Background: an optimization exercise with open tools, aiming at small area. Do not read the settings as production practice.
At most, simulation tests tie the RTL to the original design; equivalence was not proved.
Power is estimated from default activity; no workload was simulated.

==> inputs of v21 <==
==> flow/design.v <==
`timescale 1ns / 1ps
module DriverRGB(input sysclk,
    input [31:0] red,
    input [31:0] green,
    input [31:0] blue,
    input [31:0] red2,
    input [31:0] green2,
    input [31:0] blue2,
    input [2:0] linesel,
    input rst,
    input send,
    input enable,
    output R1, G1, B1, R2, G2, B2,
    output reg [2:0] linesel_out,
    output reg data_clk,
    output reg regclk_out,
    output reg output_en,
    output reg ready
    );
    reg [31:0] wr, wg, wb, wr2, wg2, wb2;
    reg [2:0]  lin;
    reg        pol;
    reg [4:0]  bitcounter;
    reg        b;    
    wire st_idle    = ready & ~b;
    wire st_clkout  = (ready & b) | (~ready & ~output_en & ~data_clk);
    wire st_nextbit = data_clk;
    wire st_rega    = ~ready & output_en & ~regclk_out & ~b;
    wire st_regb    = regclk_out;
    wire st_fin     = ~ready & output_en & b;
    wire last       = &bitcounter;
    wire ld = st_idle & ~rst;
    wire sh = st_nextbit & ~last & ~rst;
    wire fl = ~st_idle & ~(st_nextbit & ~last) & ~rst;
    always @(posedge sysclk) begin
        wr  <= ~((red    & {32{ld}}) | ({1'b0, wr[31:1]}  & {32{sh}}) | (wr  & {32{fl}}));
        wg  <= ~((green  & {32{ld}}) | ({1'b0, wg[31:1]}  & {32{sh}}) | (wg  & {32{fl}}));
        wb  <= ~((blue   & {32{ld}}) | ({1'b0, wb[31:1]}  & {32{sh}}) | (wb  & {32{fl}}));
        wr2 <= ~((red2   & {32{ld}}) | ({1'b0, wr2[31:1]} & {32{sh}}) | (wr2 & {32{fl}}));
        wg2 <= ~((green2 & {32{ld}}) | ({1'b0, wg2[31:1]} & {32{sh}}) | (wg2 & {32{fl}}));
        wb2 <= ~((blue2  & {32{ld}}) | ({1'b0, wb2[31:1]} & {32{sh}}) | (wb2 & {32{fl}}));
        lin <= ~((linesel & {3{ld}}) | (lin & {3{~ld & ~rst}}));
        pol <= ~(pol & ~ld & ~rst);
    end
    assign R1 = wr[0]  ^ pol;
    assign G1 = wg[0]  ^ pol;
    assign B1 = wb[0]  ^ pol;
    assign R2 = wr2[0] ^ pol;
    assign G2 = wg2[0] ^ pol;
    assign B2 = wb2[0] ^ pol;
    always @(posedge sysclk) begin
        if (rst) begin
            data_clk <= 0; regclk_out <= 0; output_en <= 1; ready <= 1; b <= 0;
            linesel_out <= 0; bitcounter <= 0;
        end else begin
            if (st_idle) begin
                data_clk <= 0; regclk_out <= 0; output_en <= 0; ready <= 1; b <= send;
                bitcounter <= 0;
            end
            if (st_clkout) begin
                data_clk <= 1; ready <= 0; b <= 0;
            end
            if (st_nextbit) begin
                data_clk <= 0;
                if (!last) bitcounter <= bitcounter + 1'b1;
                else output_en <= 1;
            end
            if (st_rega) begin
                regclk_out <= 1;
                linesel_out <= ~lin;    
            end
            if (st_regb) begin
                regclk_out <= 0; b <= 1;
            end
            if (st_fin) begin
                ready <= 1; b <= 0;
            end
        end
    end
endmodule
==> flow/flow/run.sh <==
#!/bin/bash
# Standard ORFS layout with the smallest buffer on each port and a clock tree of small buffers.
set -euo pipefail
bash standard.sh "BUFFER_PORTS_ARGS=-buffer_cell sky130_fd_sc_hd__buf_1" \
  "CTS_ARGS=-sink_clustering_enable -repair_clock_nets -buf_list sky130_fd_sc_hd__clkbuf_4 -dont_use_dummy_load" \
  finish > orfs_make.log 2>&1
==> flow/standard.sh <==
#!/bin/bash
# synth_recipe.tcl (not shown) runs the flow's synth.tcl, then flattens the netlist and writes it again
# the make line also repeats each setting of config.mk as NAME=value (left out here)
make -C /OpenROAD-flow-scripts/flow DESIGN_CONFIG=/design/flow/config.mk WORK_HOME=/design/flow/orfs CLKGATE_MAP_FILE= SYNTH_SCRIPT=/design/flow/synth_recipe.tcl "${@:-finish}"
==> flow/config.mk <==
export PLATFORM = sky130hd
export DESIGN_NAME = DriverRGB
export DESIGN_NICKNAME = DriverRGB
export VERILOG_FILES = /design/flow/design.v
export SDC_FILE = /design/flow/constraint.sdc
export NUM_CORES = 4
export LEC_CHECK = 0
export CAP_MARGIN = 20
export CORE_MARGIN = 2
export CORE_UTILIZATION = 40
export SLEW_MARGIN = 20
==> flow/constraint.sdc <==
create_clock -name core_clock -period 10.0 [get_ports {sysclk}]
set_input_delay 2.0000 -clock core_clock [delete_from_list [all_inputs] [get_ports {sysclk}]]
set_output_delay 2.0000 -clock core_clock [all_outputs]
set_load 0.01 [all_outputs]
==> inputs of v3, as changes to v21 <==
==> flow/design.v, changed modules only <==
module DriverRGB(input sysclk,
    input [31:0] red,
    input [31:0] green,
    input [31:0] blue,
    input [31:0] red2,
    input [31:0] green2,
    input [31:0] blue2,
    input [2:0] linesel,
    input rst,
    input send,
    input enable,
    output R1, G1, B1, R2, G2, B2,
    output reg [2:0] linesel_out,
    output reg data_clk,
    output reg regclk_out,
    output reg output_en,
    output ready
    );
    reg [31:0] wr, wg, wb, wr2, wg2, wb2;
    reg [2:0]  lin;
    reg [4:0]  bitcounter;    
    reg        b;
    reg        rdy;
    assign ready = rdy;
    wire st_idle    = rdy & (output_en | ~b);
    wire st_clkout  = ~data_clk & ~output_en & (~rdy | b);
    wire st_rega    = ~rdy & output_en & ~regclk_out & ~b;
    wire st_fin     = ~rdy & output_en & b;
    wire last       = &bitcounter;
    wire ld = st_idle & ~rst;
    wire sh = data_clk & ~last & ~rst;
    wire fl = ~st_idle & ~(data_clk & ~last) & ~rst;
    wire [31:0] nr, ng, nb, nr2, ng2, nb2;
    DriverRGB_sel3 s_r [30:1] (.a(red[30:1]), .sa(ld), .b(wr[31:2]), .sb(sh), .c(wr[30:1]), .sc(fl), .y(nr[30:1]));
    DriverRGB_sel3p s_r_0 (.a(red[0]), .sa(ld), .b(wr[1]), .sb(sh), .c(wr[0]), .sc(fl), .y(nr[0]));
    DriverRGB_sel2 s_r_31 (.a(red[31]), .s(ld), .c(wr[31]), .y(nr[31]));
    DriverRGB_sel3 s_g [30:1] (.a(green[30:1]), .sa(ld), .b(wg[31:2]), .sb(sh), .c(wg[30:1]), .sc(fl), .y(ng[30:1]));
    DriverRGB_sel3p s_g_0 (.a(green[0]), .sa(ld), .b(wg[1]), .sb(sh), .c(wg[0]), .sc(fl), .y(ng[0]));
    DriverRGB_sel2 s_g_31 (.a(green[31]), .s(ld), .c(wg[31]), .y(ng[31]));
    DriverRGB_sel3 s_b [30:1] (.a(blue[30:1]), .sa(ld), .b(wb[31:2]), .sb(sh), .c(wb[30:1]), .sc(fl), .y(nb[30:1]));
    DriverRGB_sel3p s_b_0 (.a(blue[0]), .sa(ld), .b(wb[1]), .sb(sh), .c(wb[0]), .sc(fl), .y(nb[0]));
    DriverRGB_sel2 s_b_31 (.a(blue[31]), .s(ld), .c(wb[31]), .y(nb[31]));
    DriverRGB_sel3 s_r2 [30:1] (.a(red2[30:1]), .sa(ld), .b(wr2[31:2]), .sb(sh), .c(wr2[30:1]), .sc(fl), .y(nr2[30:1]));
    DriverRGB_sel3p s_r2_0 (.a(red2[0]), .sa(ld), .b(wr2[1]), .sb(sh), .c(wr2[0]), .sc(fl), .y(nr2[0]));
    DriverRGB_sel2 s_r2_31 (.a(red2[31]), .s(ld), .c(wr2[31]), .y(nr2[31]));
    DriverRGB_sel3 s_g2 [30:1] (.a(green2[30:1]), .sa(ld), .b(wg2[31:2]), .sb(sh), .c(wg2[30:1]), .sc(fl), .y(ng2[30:1]));
    DriverRGB_sel3p s_g2_0 (.a(green2[0]), .sa(ld), .b(wg2[1]), .sb(sh), .c(wg2[0]), .sc(fl), .y(ng2[0]));
    DriverRGB_sel2 s_g2_31 (.a(green2[31]), .s(ld), .c(wg2[31]), .y(ng2[31]));
    DriverRGB_sel3 s_b2 [30:1] (.a(blue2[30:1]), .sa(ld), .b(wb2[31:2]), .sb(sh), .c(wb2[30:1]), .sc(fl), .y(nb2[30:1]));
    DriverRGB_sel3p s_b2_0 (.a(blue2[0]), .sa(ld), .b(wb2[1]), .sb(sh), .c(wb2[0]), .sc(fl), .y(nb2[0]));
    DriverRGB_sel2 s_b2_31 (.a(blue2[31]), .s(ld), .c(wb2[31]), .y(nb2[31]));
    always @(posedge sysclk) begin
        wr <= nr; wg <= ng; wb <= nb; wr2 <= nr2; wg2 <= ng2; wb2 <= nb2;
        lin <= ~((linesel & {3{st_idle}}) | (lin & {3{~st_idle}}));
    end
    assign R1 = wr[0];
    assign G1 = wg[0];
    assign B1 = wb[0];
    assign R2 = wr2[0];
    assign G2 = wg2[0];
    assign B2 = wb2[0];
    always @(posedge sysclk) begin
        if (rst) begin
            data_clk <= 0; regclk_out <= 0; output_en <= 1; rdy <= 1; b <= 0;
            linesel_out <= 0; bitcounter <= 0;
        end else begin
            data_clk   <= st_clkout;
            regclk_out <= st_rega;
            output_en  <= (output_en & ~rdy) | (data_clk & last);
            if (st_clkout) rdy <= 0;
            if (st_fin) rdy <= 1;
            b          <= (st_idle & send) | regclk_out | st_fin;
            bitcounter <= bitcounter + data_clk;
            if (st_rega)
                linesel_out <= ~lin;    
        end
    end
endmodule
module DriverRGB_sel3(input a, input sa, input b, input sb, input c, input sc, output y);
    assign y = ~((a & sa) | (b & sb) | (c & sc));
endmodule
module DriverRGB_sel2(input a, input s, input c, output y);
    assign y = s ? ~a : ~c;
endmodule
module DriverRGB_sel3p(input a, input sa, input b, input sb, input c, input sc, output y);
    assign y = (a & sa) | (b & sb) | (c & sc);
endmodule
==> flow/flow/run.sh (replaced) <==
#!/bin/bash
set -euo pipefail
bash standard.sh "BUFFER_PORTS_ARGS=-buffer_cell sky130_fd_sc_hd__buf_1" \
  "CTS_ARGS=-sink_clustering_enable -repair_clock_nets -buf_list sky130_fd_sc_hd__clkbuf_4 -sink_clustering_size 12 -sink_clustering_max_diameter 90 -dont_use_dummy_load" \
  finish > orfs_make.log 2>&1
CAP_MARGIN = 10   (was 20)
PLACE_DENSITY = 0.7   (was default)
SLEW_MARGIN = 10   (was 20)
SYNTH_HIERARCHICAL = 1   (was default)
SYNTH_MINIMUM_KEEP_SIZE = 0   (was default)
==> inputs of v11, as changes to v21 <==
==> flow/run.sh (new file) <==
#!/bin/bash
# synth_recipe.tcl (not shown) runs the flow's synth.tcl, then flattens the netlist and writes it again
# the make line also repeats each setting of config.mk as NAME=value (left out here)
make -C /OpenROAD-flow-scripts/flow DESIGN_CONFIG=/design/flow/config.mk WORK_HOME=/design/flow/orfs CLKGATE_MAP_FILE= SYNTH_SCRIPT=/design/flow/synth_recipe.tcl finish
removed: flow/flow/run.sh
removed: flow/standard.sh
==> results.txt <==
metric	v11	v3	v21
Status	timing/DRC/antenna clean	timing/DRC/antenna clean	timing/DRC/antenna clean
Data required time of the critical path	8000 ps	10420 ps	10420 ps
Well-Tap Cells	220	216	220
GRT met1 Usage	24.54%	20.19%	22.59%
DRT iter0 DRCs	1003	908	1238
Multi-input gate share of the layout cell area	23.84%	28.98%	28.85%
Number of cells produced by synthesis	529	449	529
Worst stage delay on the critical path	660 ps	1050 ps	840 ps
Combinational fraction of design power	13.3%	12.1%	12.8%
CP endpoint kind	output port	flip-flop	flip-flop
Synthesized-area fraction occupied by xor and xnor cells	0.7697%	0.4107%	0.7697%
Number of H-tree branching levels	1	1	2
Seq pwr share	48.1%	65.9%	58.4%
Global-route wire length before repair	28310 um	23250 um	27430 um
Number of non-clock buffers in the layout	217	215	217
Share of cells above drive strength 1	6.555%	4.532%	8.767%
Critical Path End	B1	wr[18]	wg2[22]
For v21 and v11, only the layout was checked, not whether the RTL still works.

afterwards: timing with drivers on the ports:
No port has a modelled driver above. Below, the same layouts with a new extraction and two added sets of constraints.
Step 1, drivers: a clkbuf_16 drives sysclk and a buf_2 each remaining input, both assumed.
Step 2 also shifts input and output timing later by t, the mid clock arrival at the registers, as if the neighbouring blocks saw the same clock.
Three values: ideal, step 1, step 2; two values: the first two.
run	shift t [ns]	slack for setup (ns)	worst register clock-pin slew, ns
v21	0.632	5.643 / 5.646 / 5.014	0.06 / 0.06
v3	0.603	5.742 / 5.752 / 5.149	0.12 / 0.12
v11	0.527	6.066 / 6.024 / 5.903	0.06 / 0.06
After both steps every run listed still meets setup and hold. For v21, which loses most, drivers alone change the setup slack by +0.003 ns; drivers and shift together by -0.629 ns.
